From an optimization exercise on the open Yosys and OpenROAD flow, aimed at small area; shortcuts taken in it are not production practice. In this exercise RTL edits were held to simulation tests only and were not proved equivalent to the original. Power figures rest on the tool's default switching activity, not on a simulated workload. No driver is modelled on the clock port, so clocking that relies on it looks cheaper here than on a real chip.

Design UARTinterface, start of the top module:
module UARTinterface(
		input CLK, RST, WRITE_TO_TX_BUFFER, READ_BUFFER, SET_BR, SET_MODE,
		input [31:0] DATA_IN__CONFIG,
		output [7:0] DATA_OUT,
		output INTERRUPT, BUSY, PARITY,
		input RX,
		output TX
	);
	wire baudclk, baudclkx32;
	baudPLL pll(
		.CLK(CLK),
		.RST(RST),
		.SET(SET_BR),
		.BAUDRATE(DATA_IN__CONFIG),
		.BAUD_TICK(baudclk),
		.BAUD_TICK_X32(baudclkx32)
	);
	reg [1:0] mode;
	always@(posedge CLK or negedge RST) begin
		if (~RST)
			mode <= 2'b0;
		else if (SET_MODE)
			mode <= DATA_IN__CONFIG[1:0];
	end
	wire tx_avail, tx_busy;
	wire [7:0] tx_byte;
	wire tx_pop = tx_avail & ~tx_busy;
	tx_fifo tx_buffer(
		.CLK(CLK),
		.RST(RST),
		.RD(tx_pop),
		.WR(WRITE_TO_TX_BUFFER),
		.DIN(DATA_IN__CONFIG[7:0]),
		.RDATA(tx_byte),
		.NOT_EMPTY(tx_avail),
		.FULL(BUSY)
	);
	tx tx(
		.CLK(CLK),
		.BAUD(baudclk),
		.RST(RST),
		.POP(tx_pop),
		.DATA(tx_byte),
		.MODE(mode),
		.TX(TX),
		.BUSY(tx_busy)
	);
	wire [7:0] rx_byte;
	wire rx_done, rx_parity;
	wire [8:0] rx_word;
	reg  [8:0] current_read;
	rx rx(
		.CLK(CLK),
		.TICK(baudclkx32),
		.RST(RST),
		.RX(RX),
		.MODE(mode),
		.DATA_DONE(rx_done),
		.DATA(rx_byte),
		.PARITY(rx_parity)
	);
	rx_fifo #(.W(9)) rx_buffer(
		.CLK(CLK),
		.RST(RST),
		.RD(READ_BUFFER),
		.WR(rx_done),
		.DIN({rx_parity, rx_byte}),
		.RDATA(rx_word),
		.NOT_EMPTY(INTERRUPT)
	);
  ...
==> module tx_fifo, before the edit <==
module tx_fifo (
		input CLK, RST, RD, WR,
		input  [7:0] DIN,
		output [7:0] RDATA,
		output NOT_EMPTY, FULL
	);
	reg [7:0] ring [0:255];
	reg [7:0] q [0:7];
	reg [7:0] head;
	reg [2:0] qw, qr;
	reg [3:0] qc;          
	reg [7:0] wpp, rpp;    
	reg [8:0] cnt;         
	wire [7:0] qhead = q[qr];
	wire xfer = (|qc) & (&wpp[2:0]);
	wire ring_empty = (cnt == {5'd0, qc});
	wire deq = xfer | (RD & ring_empty);
	wire at_ext = ~|rpp[2:0];
	wire [7:0] ext = ring[{rpp[7:3], 3'b000}];
	assign RDATA = ring_empty ? qhead : (at_ext ? ext : head);
	assign NOT_EMPTY = |cnt;
	assign FULL = cnt[8];
	wire aligned = &wpp[2:0] & ((|qc) | ~cnt[8]);
	always@(posedge CLK) begin
		ring[0] <= (ring[255] & {8{~(aligned & (wpp[7:3] == 5'd31))}}) | (qhead & {8{xfer & (wpp[7:3] == 5'd31)}});
		if (WR) q[qw] <= DIN;
		if (at_ext) head <= ext;
	end
	genvar i;
	generate
		for (i = 1; i < 256; i = i + 1) begin : rot
			if (i % 8 == 0) begin : ins
				always@(posedge CLK)
					ring[i] <= (ring[i-1] & {8{~(aligned & (wpp[7:3] == i / 8 - 1))}}) | (qhead & {8{xfer & (wpp[7:3] == i / 8 - 1)}});
			end else begin : sh
				always@(posedge CLK) ring[i] <= ring[i-1];
			end
		end
	endgenerate
	always@(posedge CLK or negedge RST) begin
		if (~RST) begin
			qw <= 3'd0;
			qr <= 3'd0;
			qc <= 4'd0;
			wpp <= 8'd0;
			rpp <= 8'd0;
			cnt <= 9'd0;
		end else begin
			if (WR) qw <= qw + 3'd1;
			if (deq) qr <= qr + 3'd1;
			qc <= qc + {3'd0, WR} - {3'd0, deq};
			if (~deq) wpp <= wpp + 8'd1;
			if (~RD) rpp <= rpp + 8'd1;
			cnt <= cnt + {8'd0, WR} - {8'd0, RD};
		end
	end
endmodule
==> flow/config.mk <==
export PLATFORM = sky130hd
export DESIGN_NAME = UARTinterface
export DESIGN_NICKNAME = UARTinterface
export VERILOG_FILES = /design/flow/design.v
export SDC_FILE = /design/flow/constraint.sdc
export NUM_CORES = 8
export LEC_CHECK = 0
export CAP_MARGIN = 10
export CORE_MARGIN = 2
export CORE_UTILIZATION = 50
export CTS_BUF_LIST = sky130_fd_sc_hd__clkbuf_16
export CTS_CLUSTER_DIAMETER = 100
export CTS_CLUSTER_SIZE = 30
export PLACE_DENSITY = 0.65
export SLEW_MARGIN = 10
==> flow/constraint.sdc <==
create_clock -name core_clock -period 10.0 [get_ports {CLK}]
set_input_delay 2.0000 -clock core_clock [delete_from_list [all_inputs] [get_ports {CLK}]]
set_output_delay 2.0000 -clock core_clock [all_outputs]
set_load 0.01 [all_outputs]
standard.sh (not shown) runs the stock make flow with config.mk's settings and CLKGATE_MAP_FILE= SYNTH_SCRIPT=/design/flow/synth_recipe.tcl, a recipe that flattens the netlist after the stock synthesis.
==> flow/flow/run.sh <==
#!/bin/bash
# Layout flow: the standard flow (standard.sh) unchanged, with two settings
# passed through the environment to the ORFS scripts:
#  - ports are buffered with the smallest buffer, sky130_fd_sc_hd__buf_1;
#  - clock tree synthesis does not add dummy loads.
# The whole output of the flow goes to flow_run.log in this folder; each ORFS
# step also keeps its own log under orfs/logs.
set -o pipefail
export BUFFER_PORTS_ARGS="-buffer_cell sky130_fd_sc_hd__buf_1"
export CTS_ARGS="-sink_clustering_enable -repair_clock_nets -dont_use_dummy_load -buf_list sky130_fd_sc_hd__clkbuf_16 -sink_clustering_size 30 -sink_clustering_max_diameter 100"
bash standard.sh > flow_run.log 2>&1
Rerun with:
--- a/flow/design.v
+++ b/flow/design.v
@@ -128,7 +128,7 @@
 		output [7:0] RDATA,
 		output NOT_EMPTY, FULL
 	);
-	reg [7:0] ring [0:255];
+	reg [7:0] ring [0:248];
 	reg [7:0] q [0:7];
 	reg [7:0] head;
 	reg [2:0] qw, qr;
@@ -136,26 +136,28 @@
 	reg [7:0] wpp, rpp;    
 	reg [8:0] cnt;         
 	wire [7:0] qhead = q[qr];
-	wire xfer = (|qc) & (&wpp[2:0]);
 	wire ring_empty = (cnt == {5'd0, qc});
+	wire ring_full = (wpp == rpp) & ~ring_empty;
+	wire at_ins = (&wpp[2:0]) | (&wpp[7:3]);
+	wire aligned = at_ins & ~ring_full;
+	wire xfer = (|qc) & aligned;
 	wire deq = xfer | (RD & ring_empty);
 	wire at_ext = ~|rpp[2:0];
-	wire [7:0] ext = ring[{rpp[7:3], 3'b000}];
+	wire [7:0] ext = ring[{rpp[7:3], 3'b000}] ^ {8{rpp[3]}};
 	assign RDATA = ring_empty ? qhead : (at_ext ? ext : head);
 	assign NOT_EMPTY = |cnt;
 	assign FULL = cnt[8];
-	wire aligned = &wpp[2:0] & ((|qc) | ~cnt[8]);
 	always@(posedge CLK) begin
-		ring[0] <= (ring[255] & {8{~(aligned & (wpp[7:3] == 5'd31))}}) | (qhead & {8{xfer & (wpp[7:3] == 5'd31)}});
+		ring[0] <= ~((xfer & (&wpp[7:3])) ? ~qhead : ring[248]);
 		if (WR) q[qw] <= DIN;
 		if (at_ext) head <= ext;
 	end
 	genvar i;
 	generate
-		for (i = 1; i < 256; i = i + 1) begin : rot
+		for (i = 1; i < 249; i = i + 1) begin : rot
 			if (i % 8 == 0) begin : ins
 				always@(posedge CLK)
-					ring[i] <= (ring[i-1] & {8{~(aligned & (wpp[7:3] == i / 8 - 1))}}) | (qhead & {8{xfer & (wpp[7:3] == i / 8 - 1)}});
+					ring[i] <= ~((xfer & (&wpp[2:0]) & (wpp[7:3] == i / 8 - 1)) ? ((i / 8) % 2 ? qhead : ~qhead) : ring[i-1]);
 			end else begin : sh
 				always@(posedge CLK) ring[i] <= ring[i-1];
 			end
@@ -173,8 +175,8 @@
 			if (WR) qw <= qw + 3'd1;
 			if (deq) qr <= qr + 3'd1;
 			qc <= qc + {3'd0, WR} - {3'd0, deq};
-			if (~deq) wpp <= wpp + 8'd1;
-			if (~RD) rpp <= rpp + 8'd1;
+			if (~deq) wpp <= (&wpp[7:3]) ? 8'd0 : wpp + 8'd1;
+			if (~RD) rpp <= (&rpp[7:3]) ? 8'd0 : rpp + 8'd1;
 			cnt <= cnt + {8'd0, WR} - {8'd0, RD};
 		end
 	end
Total power is lower by 3.6%.
Worst setup slack loses 230 ps.
Routed wire length is lower by 8.7%.
Maximum frequency came out lower by 4.9%.
Synthesized area goes down by 1.4%.
Non-clock buffer count climbs by 9.
Flip-flop and latch count came out lower by 56.
Combinational power decreases by 17%.
Design area falls by 1.3%.
Worst hold slack gets better by 3.8 ps.
Clock skew grows by 10 ps.
Sequential share of layout area barely changes.
Cell count is lower by 3.2%.
Register-to-register slack degrades by 160 ps.

## separate check: timing with driven ports
No port has a modelled driver above. Below, the same layouts with a new extraction and two added sets of constraints.
Step 1: set_driving_cell puts a clkbuf_16 on CLK and a buf_2 on each other input, an assumption about the parent block.
Step 2 adds t to the input delays and takes it off the output delays; t is the mean of the earliest and latest rising clock arrival at the registers after step 1. Input paths then give back, and output paths get back, about the clock's delay inside the block.
Three values: ideal ports, drivers, drivers and shift; two values: the first two.
run | shift t [ns] | setup slack, ns | clock arrival spread, ns | worst register clock-pin slew, ns | worst data-port slew with drivers (ns)
the first run | 0.889 | 5.591 / 5.591 / 4.873 | 0.169 / 0.170 | 0.11 / 0.11 | 0.08
the second run | 0.881 | 5.363 / 5.431 / 4.551 | 0.150 / 0.150 | 0.11 / 0.11 | 0.09
After both steps every run listed still meets setup and hold. For the second run, which loses most, drivers alone change the setup slack by +0.068 ns; drivers and shift together by -0.812 ns.
